This is an optimization exercise on Yosys and OpenROAD, whose aim is small area, a short achievable clock period and few clock cycles per item, not a production implementation. No functional check of the RTL was part of any run shown here.

==> flow/design.v (outline; a module is shown in full before it is edited, if it fits) <==
// module f32_mult: 132 lines
// module f32_mult_mul24: 799 lines
// module f32_mult_fa: 7 lines
module f32_mult (
  input logic clk, rst_n,
  input logic [31:0] a, b,
  input logic start,
  output logic done,
  output logic [31:0] p
);
  // ...
==> flow/flow/run.sh <==
#!/bin/bash
# The standard layout, with the input/output port buffers made from plain
# buf cells (buffer_ports otherwise picks a slow delay cell for them).
set -euo pipefail
bash standard.sh "BUFFER_PORTS_ARGS=-buffer_cell sky130_fd_sc_hd__buf_4" finish > standard_flow.log 2>&1
==> flow/standard.sh <==
#!/bin/bash
# synth_recipe.tcl (not shown) runs the flow's synth.tcl, then flattens the netlist and writes it again
# the make line also repeats each setting of config.mk as NAME=value (left out here)
make -C /OpenROAD-flow-scripts/flow DESIGN_CONFIG=/design/flow/config.mk WORK_HOME=/design/flow/orfs CLKGATE_MAP_FILE= SYNTH_SCRIPT=/design/flow/synth_recipe.tcl "${@:-finish}"
==> flow/config.mk <==
export PLATFORM = sky130hd
export DESIGN_NAME = f32_mult
export DESIGN_NICKNAME = f32_mult
export VERILOG_FILES = /design/flow/design.v
export SDC_FILE = /design/flow/constraint.sdc
export NUM_CORES = 4
export LEC_CHECK = 0
export ABC_AREA = 1
export CAP_MARGIN = 20
export CORE_MARGIN = 2
export CORE_UTILIZATION = 40
export PLACE_DENSITY = 0.75
export SETUP_SLACK_MARGIN = 1.2
export SLEW_MARGIN = 20
export SYNTH_HIERARCHICAL = 1
export SYNTH_MINIMUM_KEEP_SIZE = 0
==> flow/constraint.sdc <==
create_clock -name core_clock -period 12.0 [get_ports {clk}]
set_input_delay 2.4000 -clock core_clock [delete_from_list [all_inputs] [get_ports {clk}]]
set_output_delay 2.4000 -clock core_clock [all_outputs]
set_load 0.01 [all_outputs]
==> flow_summary.json, run 1 <==
{
  "outcome": "no timing/DRC/antenna violations",
  "synthMuxAreaShare_pct": 0,
  "grt_pass1_vias": 23500,
  "synth_top_area_share_pct": 22.5,
  "slew_headroom_pct": 29.3,
  "synthAdderAreaFrac_pct": 29.0,
  "place_ws_ns": 0.936,
  "num_antenna_cells": 0,
  "area_growth_pct": 7.37,
  "post_drt_wl_per_cell_um": 21.4,
  "buffers_excl_clock": 180,
  "bufAreaShareNonClock_pct": 5.57,
  "clk_pin_slew_worst_paths_ns": 0.06,
  "wl_met1_um": 35900,
  "syn_nets": 3982,
  "utilization_pct": 43.4,
  "finalSetupViolCount": 0,
  "timing.final.ws_setup_ns": 1.47,
  "placed_cells": 4267,
  "start_kind": "input port",
  "setup_tns_ns": 0,
  "die_w_um": 246,
  "cp-end-kind": "register"
}
==> module f32_mult, before the edit <==
module f32_mult (
  input logic clk, rst_n,
  input logic [31:0] a, b,
  input logic start,
  output logic done,
  output logic [31:0] p
);
function automatic logic [4:0] lzc24(input logic [23:0] x);
  lzc24 = 5'd23;
  for (int i = 0; i < 24; i++)
    if (x[i]) lzc24 = 5'(23 - i);
endfunction
function automatic logic [4:0] tzc24(input logic [23:0] x);
  tzc24 = 5'd23;
  for (int i = 23; i >= 0; i--)
    if (x[i]) tzc24 = 5'(i);
endfunction
logic s_r;
logic a_ez, b_ez, a_fz, b_fz, a_emax, b_emax;
logic a_nan, b_nan, a_inf, b_inf, a_zero, b_zero, a_den, b_den;
assign s_r    = a[31] ^ b[31];
assign a_ez   = (a[30:23] == 8'h00);
assign b_ez   = (b[30:23] == 8'h00);
assign a_fz   = (a[22:0] == 23'h0);
assign b_fz   = (b[22:0] == 23'h0);
assign a_emax = (a[30:23] == 8'hFF);
assign b_emax = (b[30:23] == 8'hFF);
assign a_nan  = a_emax & ~a_fz;
assign b_nan  = b_emax & ~b_fz;
assign a_inf  = a_emax & a_fz;
assign b_inf  = b_emax & b_fz;
assign a_zero = a_ez & a_fz;
assign b_zero = b_ez & b_fz;
assign a_den  = a_ez & ~a_fz;
assign b_den  = b_ez & ~b_fz;
logic [23:0] m_a, m_b;
logic [8:0] x_sum;
assign m_a = {~a_ez, a[22:0]};
assign m_b = {~b_ez, b[22:0]};
assign x_sum = {1'b0, a[30:24], a[23] | a_ez} + {1'b0, b[30:24], b[23] | b_ez};
logic [47:0] prod;
f32_mult_mul24 u_mul (.x(m_a), .y(m_b), .prod(prod));
logic [5:0] lz, tz;             
logic nr;                       
logic [9:0] c_sh;               
logic [5:0] sh;                 
logic [8:0] e_base;
assign lz = {1'b0, lzc24(a_ez ? m_a : m_b)};
assign tz = {1'b0, tzc24(m_a)} + {1'b0, tzc24(m_b)};
assign c_sh = 10'd151 - {1'b0, x_sum};
assign nr = {1'b0, x_sum} >= 10'd128 + {4'b0, lz};
assign e_base = x_sum - 9'd128 - {3'b0, lz};
always_comb begin
  if (nr)
    sh = 6'd23 - lz;
  else if (c_sh[9:6] != 4'd0)
    sh = 6'd63;
  else
    sh = c_sh[5:0];
end
logic [25:0] win;
logic top;
logic [23:0] mant;
logic guard, sticky, round_up;
logic [8:0] e1, e2;
logic [8:0] e_pre;
logic ovf;
logic [30:0] rounded;
logic [3:0] d0, d1, d2;
logic [95:0] v0;
logic [40:0] v1;
logic [28:0] v2;
assign d0 = 4'b1 << sh[1:0];
assign d1 = 4'b1 << sh[3:2];
assign d2 = 4'b1 << sh[5:4];
assign v0 = {47'b0, prod, 1'b0};
always_comb begin
  for (int i = 0; i < 41; i++)
    v1[i] = (d2[0] & v0[i]) | (d2[1] & v0[i + 16]) | (d2[2] & v0[i + 32]) | (d2[3] & v0[i + 48]);
  for (int i = 0; i < 29; i++)
    v2[i] = (d1[0] & v1[i]) | (d1[1] & v1[i + 4]) | (d1[2] & v1[i + 8]) | (d1[3] & v1[i + 12]);
  for (int i = 0; i < 26; i++)
    win[i] = (d0[0] & v2[i]) | (d0[1] & v2[i + 1]) | (d0[2] & v2[i + 2]) | (d0[3] & v2[i + 3]);
end
assign top = win[25];
assign e1 = e_base + 9'd1;
assign e2 = e_base + 9'd2;
always_comb begin
  if (top) begin
    mant = win[25:2];
    guard = win[1];
    sticky = {1'b0, tz} < {1'b0, sh};
  end else begin
    mant = win[24:1];
    guard = win[0];
    sticky = {1'b0, tz} + 7'd1 < {1'b0, sh};
  end
  if (!nr)
    e_pre = {8'b0, mant[23]};
  else if (top)
    e_pre = e2;
  else
    e_pre = e1;
  ovf = nr & (e_pre >= 9'd255);
  round_up = guard & (sticky | mant[0]);
  rounded = {e_pre[7:0], mant[22:0]} + {30'h0, round_up};
end
logic [31:0] result;
always_comb begin
  if (a_nan)
    result = {s_r, 8'hFF, 1'b1, a[21:0]};
  else if (b_nan)
    result = {s_r, 8'hFF, 1'b1, b[21:0]};
  else if ((a_inf | b_inf) & (a_zero | b_zero))
    result = {s_r, 8'hFF, 1'b1, 22'h0};
  else if (a_inf | b_inf)
    result = {s_r, 8'hFF, 23'h0};
  else if (a_zero | b_zero | (a_den & b_den))
    result = {s_r, 31'h0};
  else if (ovf)
    result = {s_r, 8'hFF, 23'h0};
  else
    result = {s_r, rounded};
end
always_ff @(posedge clk)
  p <= result;
always_ff @(posedge clk or negedge rst_n)
  if (!rst_n)
    done <= 1'b0;
  else
    done <= start;
endmodule
==> run 2: changes to the inputs <==
--- a/flow/design.v
+++ b/flow/design.v
@@ -66,6 +66,8 @@
 logic [8:0] e_pre;
 logic ovf;
 logic [30:0] rounded;
+logic [22:0] ones;
+logic [8:0] e_pre1;
 logic [3:0] d0, d1, d2;
 logic [95:0] v0;
 logic [40:0] v1;
@@ -96,15 +98,33 @@
     sticky = {1'b0, tz} + 7'd1 < {1'b0, sh};
   end
   if (!nr)
+    e_pre1 = {8'b0, mant[23]} + 9'd1;
+  else if (top)
+    e_pre1 = e2 + 9'd1;
+  else
+    e_pre1 = e1 + 9'd1;
+  if (!nr)
     e_pre = {8'b0, mant[23]};
   else if (top)
     e_pre = e2;
   else
     e_pre = e1;
   ovf = nr & (e_pre >= 9'd255);
-  round_up = guard & (sticky | mant[0]);
-  rounded = {e_pre[7:0], mant[22:0]} + {30'h0, round_up};
 end
+logic [22:0] po [0:5];
+always_comb begin
+  po[0] = mant[22:0];
+  for (int l = 0; l < 5; l++)
+    for (int i = 0; i < 23; i++)
+      if ((i >> l) & 1)
+        po[l + 1][i] = po[l][i] & po[l][((i >> l) << l) - 1];
+      else
+        po[l + 1][i] = po[l][i];
+  ones = po[5];
+end
+assign round_up = guard & (sticky | mant[0]);
+assign rounded = {(round_up & ones[22]) ? e_pre1[7:0] : e_pre[7:0],
+                  mant[22:0] ^ ({ones[21:0], 1'b1} & {23{round_up}})};
 logic [31:0] result;
 always_comb begin
   if (a_nan)
--- a/flow/config.mk
+++ b/flow/config.mk
@@ -10,7 +10,7 @@
 export CORE_MARGIN = 2
 export CORE_UTILIZATION = 40
 export PLACE_DENSITY = 0.75
-export SETUP_SLACK_MARGIN = 1.2
+export SETUP_SLACK_MARGIN = 1.5
 export SLEW_MARGIN = 20
 export SYNTH_HIERARCHICAL = 1
 export SYNTH_MINIMUM_KEEP_SIZE = 0
==> run 2 against run 1 <==
Still clean on timing, DRC and antenna; routed wire length down 3.8%; flip-flop and latch count unchanged; final area down 2.2%; via count down 3.0%; critical path type unchanged.
==> flow_summary.json, run 2 <==
{
  "cts-root-buf": "clkbuf_16",
  "slowest_stage": "fa_1",
  "start_util_pct": 40.5,
  "post_drt_wl_per_cell_um": 21.5,
  "largest_register_ffs": 32,
  "synth_seq_area_share_pct": 2.98,
  "drive_above_1_share_pct": 12.2,
  "coreArea_sq_mm": 0.0552,
  "area_growth_pct": 9.55,
  "ys.flop_type": "dfxtp_1",
  "cts_buffers": 5,
  "clk_pin_slew_worst_paths_ns": 0.06,
  "reg_top3": "p: 32 flops, done: 1 flops",
  "post-route-period-util_pct": 85.7,
  "synth_top_area_share_pct": 23.4,
  "synthCells": 3329,
  "fillers": 5647,
  "synth_top_area_cell": "fa_1",
  "nNetsFinal": 3804,
  "die_area_sq_mm": 0.0578,
  "yosys_warnings": 8,
  "wl_um": 88200,
  "grt_max_degree": 47,
  "routed_via_density": 5.98,
  "antenna_found_initial": 0,
  "worstPathRequired_ns": 12.20,
  "outcome": "no timing/DRC/antenna violations",
  "synth.area.top_cells": "fa_1, nand2_1, xor2_1",
  "slew_headroom_pct": 44.2,
  "h-tree-depth": 2,
  "synth_most_common_cell": "nand2_1",
  "drcViolationCount": 0,
  "netlist_area_sq_mm": 0.0224,
  "ys_async_sr_fraction_pct": 3.03,
  "cp-end-kind": "register",
  "syn_nets": 3781,
  "layout.cells.most_common": "nand2_1",
  "die_w_um": 240,
  "hold_class": "in -> async",
  "final-hold-violation-count": 0,
  "clock-sinks": 33,
  "drt_iter0_drc": 3404,
  "die_y_um": 240,
  "num_rows": 86,
  "overflow": 0,
  "fin_cells": 4101,
  "maxCapViolations": 0,
  "synth_edf_count": 0,
  "min_period_ns": 10.28,
  "tightest_slew_ns": 0.834,
  "start_kind": "input port",
  "cp_max_fo": 15,
  "rsz0062_at_grt": "no",
  "setup_tns_ns": 0,
  "yosysUniqueCellTypes": 61,
  "grt_pass1_wl_um": 131000,
  "cts_tree": "done",
  "portBuffers": 99,
  "grtUsageTotal_pct": 29.4,
  "worst-setup-path-type": "in -> reg",
  "gp_congestion": 1.06,
  "finalSetupViolCount": 0,
  "synth_commonest_cells": "nand2_1, inv_1, xor2_1",
  "regMostFlops": "p",
  "grt_pass1_vias": 22600,
  "ant_nets": 0,
  "max_freq_mhz": 97.2,
  "ys_seq_elements": 33,
  "cpMostUsedCell": "nand2_1",
  "io_pins": 100,
  "cp.arrival_ns": 10.49,
  "drv_slew": 0,
  "vias": 24500,
  "cts_buffer_depth": 2,
  "syn_avg_cell_area_sq_um": 6.72,
  "num_antenna_cells": 0,
  "layout_common_cells": "nand2_1, inv_1, xor2_1",
  "max_stage_delay_ns": 0.55,
  "dp_hpwl_um": 69900,
  "first_pass_iters": 6,
  "placed_cells": 4069
}
-- run 2: kinds of logic after synthesis --
group                      Yosys count  share of synthesized area (%)
and+or+nand+nor                   1367                           26.4
DFF                                 33                           2.98
AOI/OAI and AO/OA                  610                           16.2
buffers and inverters              604                           11.1
xor gates and xnor gates           330                           13.0
adders and majority gates          385                           30.3
-- run 2: final timing paths --
kind | start | to | cells past startpoint
max in group asynchronous | rst_n | done | 1
min | rst_n | done | 1
max | b[9] | p[20] | 40
min in group core_clock | start | done | 1
-- run 2: what timing repair did --
item | in CTS | in global routing
cloned | 0 | 3
gates resized for setup | 8 | 89
endpoints found under the hold margin | 0 | 0
pin swaps | 0 | 15
setup buffers | 0 | 21
endpoints found under the setup margin | 31 | 31
hold buffers | 0 | 0
-- run 2: per-layer routing --
layer,GRT usage [%],share of wire [%],vias up,routed length [um]
li1,-,-,10900,-
met1,38.2,37,11400,33000
met2,46.9,44,1821,39100
met3,6.27,12,368,11000
met4,13.1,5.8,0,5160
met5,0,0,-,0
-- run 2: per-stage QoR --
step / setup WS (ns) / area (sq um) / util, % / hold slack, ns
after floorplan: 2.93 / 22400 / - / 2.10
after global placement: 0.522 / 23800 / 43.1 / 2.18
after detailed placement: 0.789 / 23800 / 43.1 / 2.18
after CTS: 1.52 / 24000 / 43.5 / 1.88
after global routing: 1.41 / 24500 / 44.4 / 1.87
final: 1.72 / 24500 / 44.4 / 1.88
-- run 2: worst max-delay path: cells and delay by family --
family / cells / cell delay [ns]
and+or+nand+nor: 21 / 2.78
adders and majority gates: 6 / 2.77
buffers and inverters: 6 / 1.08
xor gates and xnor gates: 1 / 0.26
AOI/OAI and AO/OA: 6 / 1.18
-- run 2: layout make-up --
cell class	instances	area, sq um	share of cell area (%)
Sequential cell	33	666	2.72
Tap cell	748	936	3.82
Inverter	416	1600	6.52
Timing Repair Buffer	201	1570	6.39
Clock inverter	3	46.3	0.189
Multi-Input combinational cell	2695	19600	79.9
Clock buffer	5	125	0.511
-- run 2: per-module statistics from Yosys, one instance, submodules excluded --
| module | flip-flops and latches | cells inside | area (sq um) | copies in the design |
|---|---|---|---|---|
| f32_mult_fa | 0 | 1 | 20.0 | 257 |
| f32_mult | 33 | 1465 | 7780 | 1 |
| f32_mult_mul24 | 0 | 1607 | 9440 | 1 |

[what the ideal ports hide]
The flow's constraints put no driver on any port. The routed layouts listed below were extracted and timed again, unchanged, in two steps. Step 1 sets driving cells, clkbuf_16 on the clock port and buf_2 on the other inputs (assumed; they add their load-dependent delay and slew). Step 2 adds t to the input delays and takes it off the output delays; t is the mean of the earliest and latest rising clock arrival at the registers after step 1. Input paths then give back, and output paths get back, about the clock's delay inside the block. Three values: ideal ports, drivers, drivers and shift; two values: the first two.
run | t, ns | setup WS [ns] | clock arrival spread, ns | cell pins on the clock port's net
run 1 | 0.322 | 1.465 / 1.451 / 1.129 | 0.007 / 0.007 | 1
run 2 | 0.324 | 1.716 / 1.696 / 1.373 | 0.012 / 0.013 | 1
After both steps every run listed still meets setup and hold. For run 2, which loses most, drivers alone change the setup slack by -0.020 ns; drivers and shift together by -0.343 ns.
